From an optimization exercise on the open Yosys and OpenROAD flow, aimed at small area; shortcuts taken in it are not production practice.
In this exercise RTL edits were held to simulation tests only and were not proved equivalent to the original.

==> wip/xenon <==
==> flow/design.v <==
`timescale 1ns/1ps
module MRAM_IP(
  input BIST_EN,
  input BIST_HOLD_L,
  input DEBUG_Z,
  input TEST_MODE,
  output BIST_DONE,
  output BIST_FAIL,
  output SCAN_OUT_FAIL,
  input CLK,
  input RST_N,
  input [16:0] A,
  input [1:0]  NVR,
  input WEb,
  input CEb,
  input ECCBYPS,
  input [3:0] BEN,
  input [31:0] DIN,
  output [31:0] DOUT,
  output [3:0]  UE,
  output [3:0]  ERRF,
  output WRC,
  input  [51:0]  BK_DOUT,
  input  [4:0]   BK_WRC,
  output [9:0]   BK_ADDR,
  output [129:0] BK_CEB,
  output         BK_WEB,
  output [3:0]   BK_BEN,
  output [51:0]  BK_DIN
);
  localparam T_START = 3'd0, T_WUP = 3'd1, T_RWRIU = 3'd3, T_RWRU = 3'd2,
             T_RWRID = 3'd6, T_RWRD = 3'd7, T_RD = 3'd5, T_DONE = 3'd4;
  reg         bist_en_1, bist_en_2;
  reg  [2:0]  tcount;
  wire [2:0]  tstate = tcount ^ {1'b0, tcount[2:1]};
  reg  [2:0]  rw_state;
  reg  [17:0] addr_reg;
  reg         tst_done_reg;
  reg         rslt_reg;
  reg         fail_mon;
  reg         hold_update_reg;
  localparam CS_IDLE = 3'd0, CS_SCAN = 3'd1, CS_HSCAN = 3'd2, CS_FF2 = 3'd3,
             CS_KEEP = 3'd4, CS_HKEEP = 3'd5, CS_HREC = 3'd6, CS_REC = 3'd7;
  localparam DS_IDLE = 3'd0, DS_FINAL = 3'd1, DS_SHIFT = 3'd2, DS_END1 = 3'd3,
             DS_END2 = 3'd4, DS_START2 = 3'd5;
  reg  [2:0]  cont_state;
  reg         start_diag, start_diag_1, start_diag_2;
  reg         diag_done, diag_done_1, diag_done_2;
  reg  [2:0]  diag_state;
  reg  [5:0]  shift_count;
  reg         dout_tmp;
  reg  [52:0] scan_sig;
  wire st_start = (tstate == T_START);
  wire st_w     = (tstate == T_WUP);
  wire st_r     = (tstate == T_RD);
  wire st_done  = (tstate == T_DONE);
  wire pat      = (tstate == T_RWRIU) | (tstate == T_RWRID);
  wire dir_up   = ~tstate[2] & (tstate[1] | tstate[0]);
  wire dir_dn   =  tstate[2] & (tstate[1] | tstate[0]);
  wire wen_state = st_w | (tstate[1] & (rw_state == 3'd3));
  wire cen_state = ~st_start;
  reg  [9:0]  latch_ba;
  reg  [6:0]  latch_bk;
  reg  [1:0]  latch_nvr;
  reg         latch_web, latch_ceb, latch_bypass;
  reg  [3:0]  latch_ben;
  reg  [31:0] latch_d;
  always @(posedge CLK or negedge RST_N) begin
    if (!RST_N) begin
      latch_ba     <= 10'd0;
      latch_bk     <= 7'd0;
      latch_nvr    <= 2'd0;
      latch_web    <= 1'b0;
      latch_ceb    <= 1'b0;
      latch_bypass <= 1'b0;
      latch_ben    <= 4'd0;
      latch_d      <= 32'd0;
    end else begin
      latch_ba     <= BIST_EN ? addr_reg[9:0] : A[9:0];
      latch_bk     <= BIST_EN ? addr_reg[16:10] : A[16:10];
      latch_nvr    <= BIST_EN ? {addr_reg[17], addr_reg[10]} : NVR;
      latch_web    <= BIST_EN ? ~wen_state : WEb;
      latch_ceb    <= BIST_EN ? ~cen_state : CEb;
      latch_d      <= BIST_EN ? {32{pat}} : DIN;
      latch_bypass <= ECCBYPS;
      latch_ben    <= ~BEN;
    end
  end
  function [4:0] ecc_enc;    
    input [7:0] d;
    input       byp;
    reg   [4:1] p;
    begin
      p[1] = d[0]^d[1]^d[3]^d[4]^d[6];
      p[2] = d[0]^d[2]^d[3]^d[5]^d[6];
      p[3] = d[1]^d[2]^d[3]^d[7];
      p[4] = d[4]^d[5]^d[6]^d[7];
      ecc_enc = byp ? 5'd0 : {p[4:1], d[0]^d[1]^d[2]^d[4]^d[5]^d[7]};
    end
  endfunction
  wire [4:0] pe0 = ecc_enc(latch_d[7:0],   latch_bypass);
  wire [4:0] pe1 = ecc_enc(latch_d[15:8],  latch_bypass);
  wire [4:0] pe2 = ecc_enc(latch_d[23:16], latch_bypass);
  wire [4:0] pe3 = ecc_enc(latch_d[31:24], latch_bypass);
  assign BK_DIN  = {latch_d[24], pe3[3:0], pe2, pe1, pe0,
                    latch_d[31:25], pe3[4], latch_d[23:0]};
  assign BK_ADDR = latch_ba;
  assign BK_WEB  = latch_web;
  assign BK_BEN  = latch_ben;
  wire main_en = ~latch_ceb & ~latch_nvr[1];
  wire nvr_en  = ~latch_ceb &  latch_nvr[1];
  wire [7:0]  dec_lo;
  wire [15:0] dec_hi;
  genvar gi;
  generate
    for (gi = 0; gi < 8; gi = gi + 1) begin : g_lo
      assign dec_lo[gi] = main_en & (latch_bk[2:0] == gi);
    end
    for (gi = 0; gi < 16; gi = gi + 1) begin : g_hi
      assign dec_hi[gi] = (latch_bk[6:3] == gi);
    end
    for (gi = 0; gi < 128; gi = gi + 1) begin : g_ceb
      assign BK_CEB[gi] = ~(dec_hi[gi/8] & dec_lo[gi%8]);
    end
  endgenerate
  assign BK_CEB[128] = ~(nvr_en & ~latch_nvr[0]);
  assign BK_CEB[129] = ~(nvr_en &  latch_nvr[0]);
  assign WRC = dec_hi[0] & |(BK_WRC & dec_lo[4:0]);
  wire rd_en = ~latch_ceb & latch_web;
  function [9:0] ecc_dec;
    input [7:0] d;
    input [4:0] p;
    input       byp;
    reg   [3:0] s;
    reg         e1, e0;
    reg   [7:0] c;
    begin
      s[0] = (~byp & p[1]) ^ d[0]^d[1]^d[3]^d[4]^d[6];
      s[1] = (~byp & p[2]) ^ d[0]^d[2]^d[3]^d[5]^d[6];
      s[2] = (~byp & p[3]) ^ d[1]^d[2]^d[3]^d[7];
      s[3] = (~byp & p[4]) ^ d[4]^d[5]^d[6]^d[7];
      e1   = ~byp & (^{p, d});
      e0   = |s;
      c[0] = (s == 4'd3);
      c[1] = (s == 4'd5);
      c[2] = (s == 4'd6);
      c[3] = (s == 4'd7);
      c[4] = (s == 4'd9);
      c[5] = (s == 4'd10);
      c[6] = (s == 4'd11);
      c[7] = (s == 4'd12);
      ecc_dec = {~e1 & e0, e1 | e0, d ^ (c & {8{e1}})};
    end
  endfunction
  wire [9:0] dl0 = ecc_dec(BK_DOUT[7:0],   BK_DOUT[36:32], latch_bypass);
  wire [9:0] dl1 = ecc_dec(BK_DOUT[15:8],  BK_DOUT[41:37], latch_bypass);
  wire [9:0] dl2 = ecc_dec(BK_DOUT[23:16], BK_DOUT[46:42], latch_bypass);
  wire [9:0] dl3 = ecc_dec({BK_DOUT[31:25], BK_DOUT[51]},
                           {BK_DOUT[24], BK_DOUT[50:47]}, latch_bypass);
  wire [3:0] lane_en = {4{rd_en}} & latch_ben;
  wire [31:0] rd_data = {dl3[7:0] & {8{lane_en[3]}}, dl2[7:0] & {8{lane_en[2]}},
                         dl1[7:0] & {8{lane_en[1]}}, dl0[7:0] & {8{lane_en[0]}}};
  assign ERRF = lane_en & {dl3[8], dl2[8], dl1[8], dl0[8]};
  assign UE   = lane_en & {dl3[9], dl2[9], dl1[9], dl0[9]};
  wire [5:0]  bp_a;    
  wire [11:0] bp_d;    
  generate
    for (gi = 0; gi < 3; gi = gi + 1) begin : g_bpa
      assign bp_a[gi]   = latch_ba[4+2*gi] ^ latch_ba[5+2*gi];
      assign bp_a[3+gi] = latch_bk[2*gi] ^ latch_bk[1+2*gi];
    end
    for (gi = 0; gi < 12; gi = gi + 1) begin : g_bpd
      assign bp_d[gi] = latch_d[8+2*gi] ^ latch_d[9+2*gi];
    end
  endgenerate
  assign DOUT = TEST_MODE ? {latch_web ^ latch_ceb, bp_d, latch_d[7:0], latch_bk[6], bp_a, latch_ba[3:0]}
                          : rd_data;
  wire hold_flag = (cont_state == CS_SCAN) | (cont_state == CS_HSCAN) |
                   (cont_state == CS_KEEP) | (cont_state == CS_HKEEP);
  wire recovery  = (cont_state == CS_HREC) | (cont_state == CS_REC);
  wire int_hold  = DEBUG_Z & (cont_state != CS_IDLE) & (cont_state != CS_FF2);
  wire hold_update = BIST_HOLD_L & ~int_hold;
  wire is_cmp   = ((st_r | tstate[1]) & (rw_state == 3'd1)) | (tstate[1] & (rw_state == 3'd5));
  wire exp_ones = tstate[1] & (((rw_state == 3'd1) & ~pat) | ((rw_state == 3'd5) & pat));
  wire mismatch = exp_ones ? ~(&DOUT) : (|DOUT);
  wire failure  = bist_en_2 & is_cmp & mismatch;
  wire step     = bist_en_2 & ~st_done & hold_update;
  wire end_addr = st_start | st_w | (st_r & (rw_state == 3'd2)) | (tstate[1] & (rw_state == 3'd6));
  wire last     = st_start | (dir_up & addr_reg[17] & (&addr_reg[10:0])) |
                  (dir_dn & ~(|addr_reg));
  wire start_hi = (tstate == T_RWRU) | (tstate == T_RWRID) | (tstate == T_RWRD);
  wire [17:0] cnt_t = addr_reg ^ {18{~dir_up}};
  wire [18:0] cnt_c;
  assign cnt_c[0] = step & end_addr & ~last;
  generate
    for (gi = 0; gi < 18; gi = gi + 1) begin : g_cnt
      assign cnt_c[gi+1] = cnt_c[gi] & cnt_t[gi];
    end
  endgenerate
  wire addr_load = step & end_addr & last;
  wire t_adv = step & end_addr & last;
  always @(posedge CLK or negedge RST_N) begin
    if (!RST_N)
      tcount <= 3'd0;
    else if (t_adv)
      tcount <= tcount + 3'd1;
  end
  wire upd      = bist_en_2 & ~st_done & hold_update_reg;
  wire upd_b    = upd & (is_cmp | st_w);
  always @(posedge CLK or negedge RST_N) begin
    if (!RST_N) begin
      bist_en_1       <= 1'b0;
      bist_en_2       <= 1'b0;
      rw_state        <= 3'd0;
      addr_reg        <= 18'h207ff;
      tst_done_reg    <= 1'b0;
      rslt_reg        <= 1'b0;
      fail_mon        <= 1'b0;
    end else begin
      bist_en_1       <= BIST_EN;
      bist_en_2       <= bist_en_1;
      tst_done_reg    <= st_done & ~hold_flag;
      if (step) begin
        if (end_addr)
          rw_state <= 3'd0;
        else
          rw_state <= rw_state + 3'd1;
      end
      if (addr_load)
        addr_reg <= start_hi ? 18'h207ff : 18'h00000;
      else
        addr_reg <= addr_reg ^ cnt_c[17:0];
      if (upd & failure)
        rslt_reg <= 1'b1;
      if (!hold_flag) begin
        if (recovery) begin
          if (upd_b | ~upd)
            fail_mon <= 1'b0;
        end else if (upd_b)
          fail_mon <= failure;
      end
    end
  end
  assign BIST_DONE = tst_done_reg;
  assign BIST_FAIL = DEBUG_Z ? (~tst_done_reg & fail_mon) : rslt_reg;
  wire enable = DEBUG_Z;
  always @(posedge CLK) begin
    hold_update_reg <= hold_update;
    diag_done_1     <= diag_done;
    diag_done_2     <= diag_done_1;
    if (diag_state != DS_SHIFT)
      shift_count <= 6'd52;
    else if (enable)
      shift_count <= shift_count - 6'd1;
  end
  always @(posedge CLK or negedge RST_N) begin
    if (!RST_N) begin
      start_diag  <= 1'b0;
      cont_state  <= CS_IDLE;
    end else begin
      if (enable) begin
        case (cont_state)
          CS_IDLE:
            if (failure) begin
              start_diag <= 1'b1;
              cont_state <= CS_SCAN;
            end
          CS_SCAN:
            if (failure)
              cont_state <= CS_HSCAN;
            else if (diag_done_2) begin
              start_diag <= 1'b0;
              cont_state <= CS_KEEP;
            end
          CS_KEEP:
            if (failure)
              cont_state <= diag_done_2 ? CS_HKEEP : CS_HREC;
            else if (!diag_done_2)
              cont_state <= CS_REC;
          CS_HSCAN:
            if (diag_done_2) begin
              start_diag <= 1'b0;
              cont_state <= CS_HKEEP;
            end
          CS_HKEEP:
            if (!diag_done_2)
              cont_state <= CS_HREC;
          CS_HREC:
            if (!diag_done_2)
              cont_state <= CS_FF2;
          CS_FF2:
            if (!diag_done_2) begin
              start_diag <= 1'b0;
              cont_state <= CS_IDLE;
            end
          default:  
            if (failure)
              cont_state <= CS_FF2;
            else if (!diag_done_2)
              cont_state <= CS_IDLE;
        endcase
      end else
        start_diag <= 1'b0;
    end
  end
  wire capture = enable & (((cont_state == CS_IDLE) & failure) |
                           ((cont_state == CS_HREC) & ~diag_done_2) |
                           ((cont_state == CS_REC) & failure));
  always @(posedge CLK) begin
    if (capture)
      scan_sig <= {DOUT, addr_reg, tstate};
  end
  always @(posedge CLK or negedge RST_N) begin
    if (!RST_N) begin
      diag_done    <= 1'b0;
      start_diag_1 <= 1'b0;
      start_diag_2 <= 1'b0;
      diag_state   <= DS_IDLE;
      dout_tmp     <= 1'b0;
    end else begin
      start_diag_1 <= start_diag;
      start_diag_2 <= start_diag_1;
      if (enable) begin
        case (diag_state)
          DS_IDLE: begin
            diag_done <= 1'b0;
            dout_tmp  <= start_diag_2;
            if (start_diag_2)
              diag_state <= DS_START2;
          end
          DS_START2: begin
            diag_state <= DS_SHIFT;
            dout_tmp   <= 1'b1;
          end
          DS_SHIFT: begin
            dout_tmp <= scan_sig[shift_count];
            if (shift_count == 6'd0) begin
              diag_state  <= DS_END1;
              diag_done   <= 1'b1;
            end
          end
          DS_END1: begin
            diag_state <= DS_END2;
            dout_tmp   <= 1'b1;
          end
          DS_END2: begin
            diag_state <= DS_FINAL;
            diag_done  <= 1'b1;
            dout_tmp   <= 1'b1;
          end
          DS_FINAL: begin
            dout_tmp <= 1'b0;
            if (!start_diag_2) begin
              diag_state <= DS_IDLE;
              diag_done  <= 1'b0;
            end
          end
          default: begin
            diag_done   <= 1'b0;
            diag_state  <= DS_IDLE;
            dout_tmp    <= 1'b0;
          end
        endcase
      end else
        diag_done <= 1'b0;
    end
  end
  assign SCAN_OUT_FAIL = dout_tmp;
endmodule
==> flow/run.sh <==
#!/bin/bash
# synth_recipe.tcl (not shown) runs the flow's synth.tcl, then flattens the netlist and writes it again
# the make line also repeats each setting of config.mk as NAME=value (left out here)
make -C /OpenROAD-flow-scripts/flow DESIGN_CONFIG=/design/flow/config.mk WORK_HOME=/design/flow/orfs CLKGATE_MAP_FILE= SYNTH_SCRIPT=/design/flow/synth_recipe.tcl finish
==> flow/config.mk <==
export PLATFORM = sky130hd
export DESIGN_NAME = MRAM_IP
export DESIGN_NICKNAME = MRAM_IP
export VERILOG_FILES = /design/flow/design.v
export SDC_FILE = /design/flow/constraint.sdc
export NUM_CORES = 4
export LEC_CHECK = 0
export CAP_MARGIN = 20
export CORE_MARGIN = 2
export CORE_UTILIZATION = 40
export CTS_BUF_LIST = sky130_fd_sc_hd__clkbuf_8
export SLEW_MARGIN = 20
==> flow/constraint.sdc <==
create_clock -name core_clock -period 10.0 [get_ports {CLK}]
set_input_delay 2.0000 -clock core_clock [delete_from_list [all_inputs] [get_ports {CLK}]]
set_output_delay 2.0000 -clock core_clock [all_outputs]
set_load 0.01 [all_outputs]
==> wip/zinc (differences from wip/xenon) <==
==> flow/flow/run.sh (new file) <==
#!/bin/bash
# The standard layout (standard.sh), with two changes:
#  * synthesis maps the logic with an area-oriented ABC script (flow/synth.tcl);
#  * the port buffers are the smallest buffer cell (buf_1).
# The make output (every ORFS step, each of which also keeps its own log under
# orfs/logs/) goes to flow_make.log in the work folder.
set -euo pipefail
W=$(pwd)
export AREA_ABC_SCRIPT=$W/flow/area.script
bash standard.sh SYNTH_SCRIPT=$W/flow/synth.tcl \
  'BUFFER_PORTS_ARGS=-buffer_cell sky130_fd_sc_hd__buf_1' finish > $W/flow_make.log 2>&1
==> flow/flow/area.script (new file) <==
&get -n
&st
&dch -f
&nf -R 1000
&st
&dch -f
&nf -R 1000
&put
==> flow/flow/synth.tcl (new file) <==
# The standard synthesis script (synth_recipe.tcl), with ABC's
# combinational mapping run with an area-oriented script (flow/area.script).
# Registers are mapped before ABC runs, so they are the same as the standard
# synthesis's.
proc synth {args} { yosys synth -nofsm -noshare {*}$args }
proc abc {args} {
  set i [lsearch -exact $args -script]
  if { $i >= 0 } { lset args [expr {$i + 1}] $::env(AREA_ABC_SCRIPT) }
  yosys abc {*}$args
}
source $::env(SCRIPTS_DIR)/synth.tcl
# left out here: clear keep_hierarchy, flatten, clean up, hide names made inside functions, write 1_2_yosys.v
==> flow/standard.sh (new file) <==
#!/bin/bash
# synth_recipe.tcl (not shown) runs the flow's synth.tcl, then flattens the netlist and writes it again
# the make line also repeats each setting of config.mk as NAME=value (left out here)
make -C /OpenROAD-flow-scripts/flow DESIGN_CONFIG=/design/flow/config.mk WORK_HOME=/design/flow/orfs CLKGATE_MAP_FILE= SYNTH_SCRIPT=/design/flow/synth_recipe.tcl "${@:-finish}"
Settings changed: CORE_UTILIZATION 40 to 60.
removed: flow/run.sh
==> wip/nickel (differences from wip/xenon) <==
==> flow/flow/run.sh (new file) <==
#!/bin/bash
# The standard layout (standard.sh), with two changes:
#  * synthesis maps the logic with an area-oriented ABC script (flow/synth.tcl);
#  * the port buffers are the smallest buffer cell (buf_1).
# The make output (every ORFS step, each of which also keeps its own log under
# orfs/logs/) goes to flow_make.log in the work folder.
set -euo pipefail
W=$(pwd)
export AREA_ABC_SCRIPT=$W/flow/area.script
bash standard.sh SYNTH_SCRIPT=$W/flow/synth.tcl \
  'BUFFER_PORTS_ARGS=-buffer_cell sky130_fd_sc_hd__buf_1' finish > $W/flow_make.log 2>&1
==> flow/flow/area.script (new file) <==
&get -n
&st
&dch -f
&nf -R 1000
&st
&dch -f
&nf -R 1000
&put
==> flow/flow/synth.tcl (new file) <==
# The standard synthesis script (synth_recipe.tcl), with ABC's
# combinational mapping run with an area-oriented script (flow/area.script).
# Registers are mapped before ABC runs, so they are the same as the standard
# synthesis's.
proc synth {args} { yosys synth -nofsm -noshare {*}$args }
proc abc {args} {
  set i [lsearch -exact $args -script]
  if { $i >= 0 } { lset args [expr {$i + 1}] $::env(AREA_ABC_SCRIPT) }
  yosys abc {*}$args
}
source $::env(SCRIPTS_DIR)/synth.tcl
# left out here: clear keep_hierarchy, flatten, clean up, hide names made inside functions, write 1_2_yosys.v
==> flow/standard.sh (new file) <==
#!/bin/bash
# synth_recipe.tcl (not shown) runs the flow's synth.tcl, then flattens the netlist and writes it again
# the make line also repeats each setting of config.mk as NAME=value (left out here)
make -C /OpenROAD-flow-scripts/flow DESIGN_CONFIG=/design/flow/config.mk WORK_HOME=/design/flow/orfs CLKGATE_MAP_FILE= SYNTH_SCRIPT=/design/flow/synth_recipe.tcl "${@:-finish}"
removed: flow/run.sh
==> reports/qor.yml <==
layout:
  finalNetCount: 1698
  register_area_sq_mm: 0.00424
  clockBufferCount: 19
  fin_util_pct: 56.5
  num_antenna_cells: 1
  comb.multi_input.count: 947
outcome:
  status: "no timing/DRC/antenna violations"
critical_path:
  r2r_slack_ns: 4.96
  cp.arrival_ns: 5.46
  slowest_stage: "clkdlybuf4s50_1"
floorplanning:
  rows: 61
  core-area_sq_mm: 0.0276
detailed_routing:
  num_vias: 10284
power_and_ir_drop:
  total_power_mw: 2.08
global_routing:
  met3_usage_pct: 4.90
synthesis:
  yosysUniqueCellTypes: 80
That was wip/xenon.
==> reports/qor.yml <==
layout:
  num_antenna_cells: 2
  finalNetCount: 1643
  clockBufferCount: 18
  register_area_sq_mm: 0.00424
  comb.multi_input.count: 879
outcome:
  status: "no timing/DRC/antenna violations"
global_routing:
  met3_usage_pct: 4.84
critical_path:
  r2r_slack_ns: 4.89
  worstReg2RegEnd: "addr_reg[17]$_DFF_PN1_"
  slowest_stage: "o21ai_0"
detailed_routing:
  num_vias: 9525
synthesis:
  yosysUniqueCellTypes: 51
floorplanning:
  core-area_sq_mm: 0.0250
power_and_ir_drop:
  total_power_mw: 1.70
That was wip/nickel.
==> reports/qor.yml <==
global_routing:
  met3_usage_pct: 8.71
critical_path:
  slowest_stage: "o21ai_0"
  crit_family: "compound AO/OA/AOI/OAI gates"
  cp.arrival_ns: 4.92
  r2r_slack_ns: 4.90
layout:
  clockBufferCount: 18
  comb.multi_input.count: 879
  register_area_sq_mm: 0.00424
  finalNetCount: 1644
  fin_util_pct: 74.3
synthesis:
  yosysUniqueCellTypes: 51
floorplanning:
  rows: 47
  core-area_sq_mm: 0.0165
outcome:
  status: "no timing/DRC/antenna violations"
place:
  hpwlAfterDp_mm: 25.3
power_and_ir_drop:
  total_power_mw: 1.71
That was wip/zinc.

port drivers added, routing unchanged:
The flow's constraints put no driver on any port. The routed layouts listed below were extracted and timed again, unchanged, in two steps.
Step 1: set_driving_cell puts a clkbuf_16 on CLK and a buf_2 on each other input, an assumption about the parent block.
Step 2 times the ports against the registers' clock, not the clock port: input delays grow and output delays shrink by t, the midpoint of the rising clock arrivals with the driver on.
Three values: ideal, step 1, step 2; two values: the first two.
| run | t, ns | setup slack, ns | latest minus earliest clock arrival (ns) | pins driven straight from the clock port |
|---|---|---|---|---|
| wip/xenon | 0.495 | 2.538 / 2.502 / 2.502 | 0.017 / 0.017 | 1 |
| wip/zinc | 0.497 | 3.079 / 3.050 / 3.050 | 0.015 / 0.015 | 1 |
| wip/nickel | 0.502 | 3.205 / 3.165 / 3.165 | 0.013 / 0.013 | 1 |
After both steps setup and hold are still met in every run listed. For wip/nickel, which loses most, drivers alone change the setup slack by -0.040 ns; drivers and shift together by -0.040 ns.
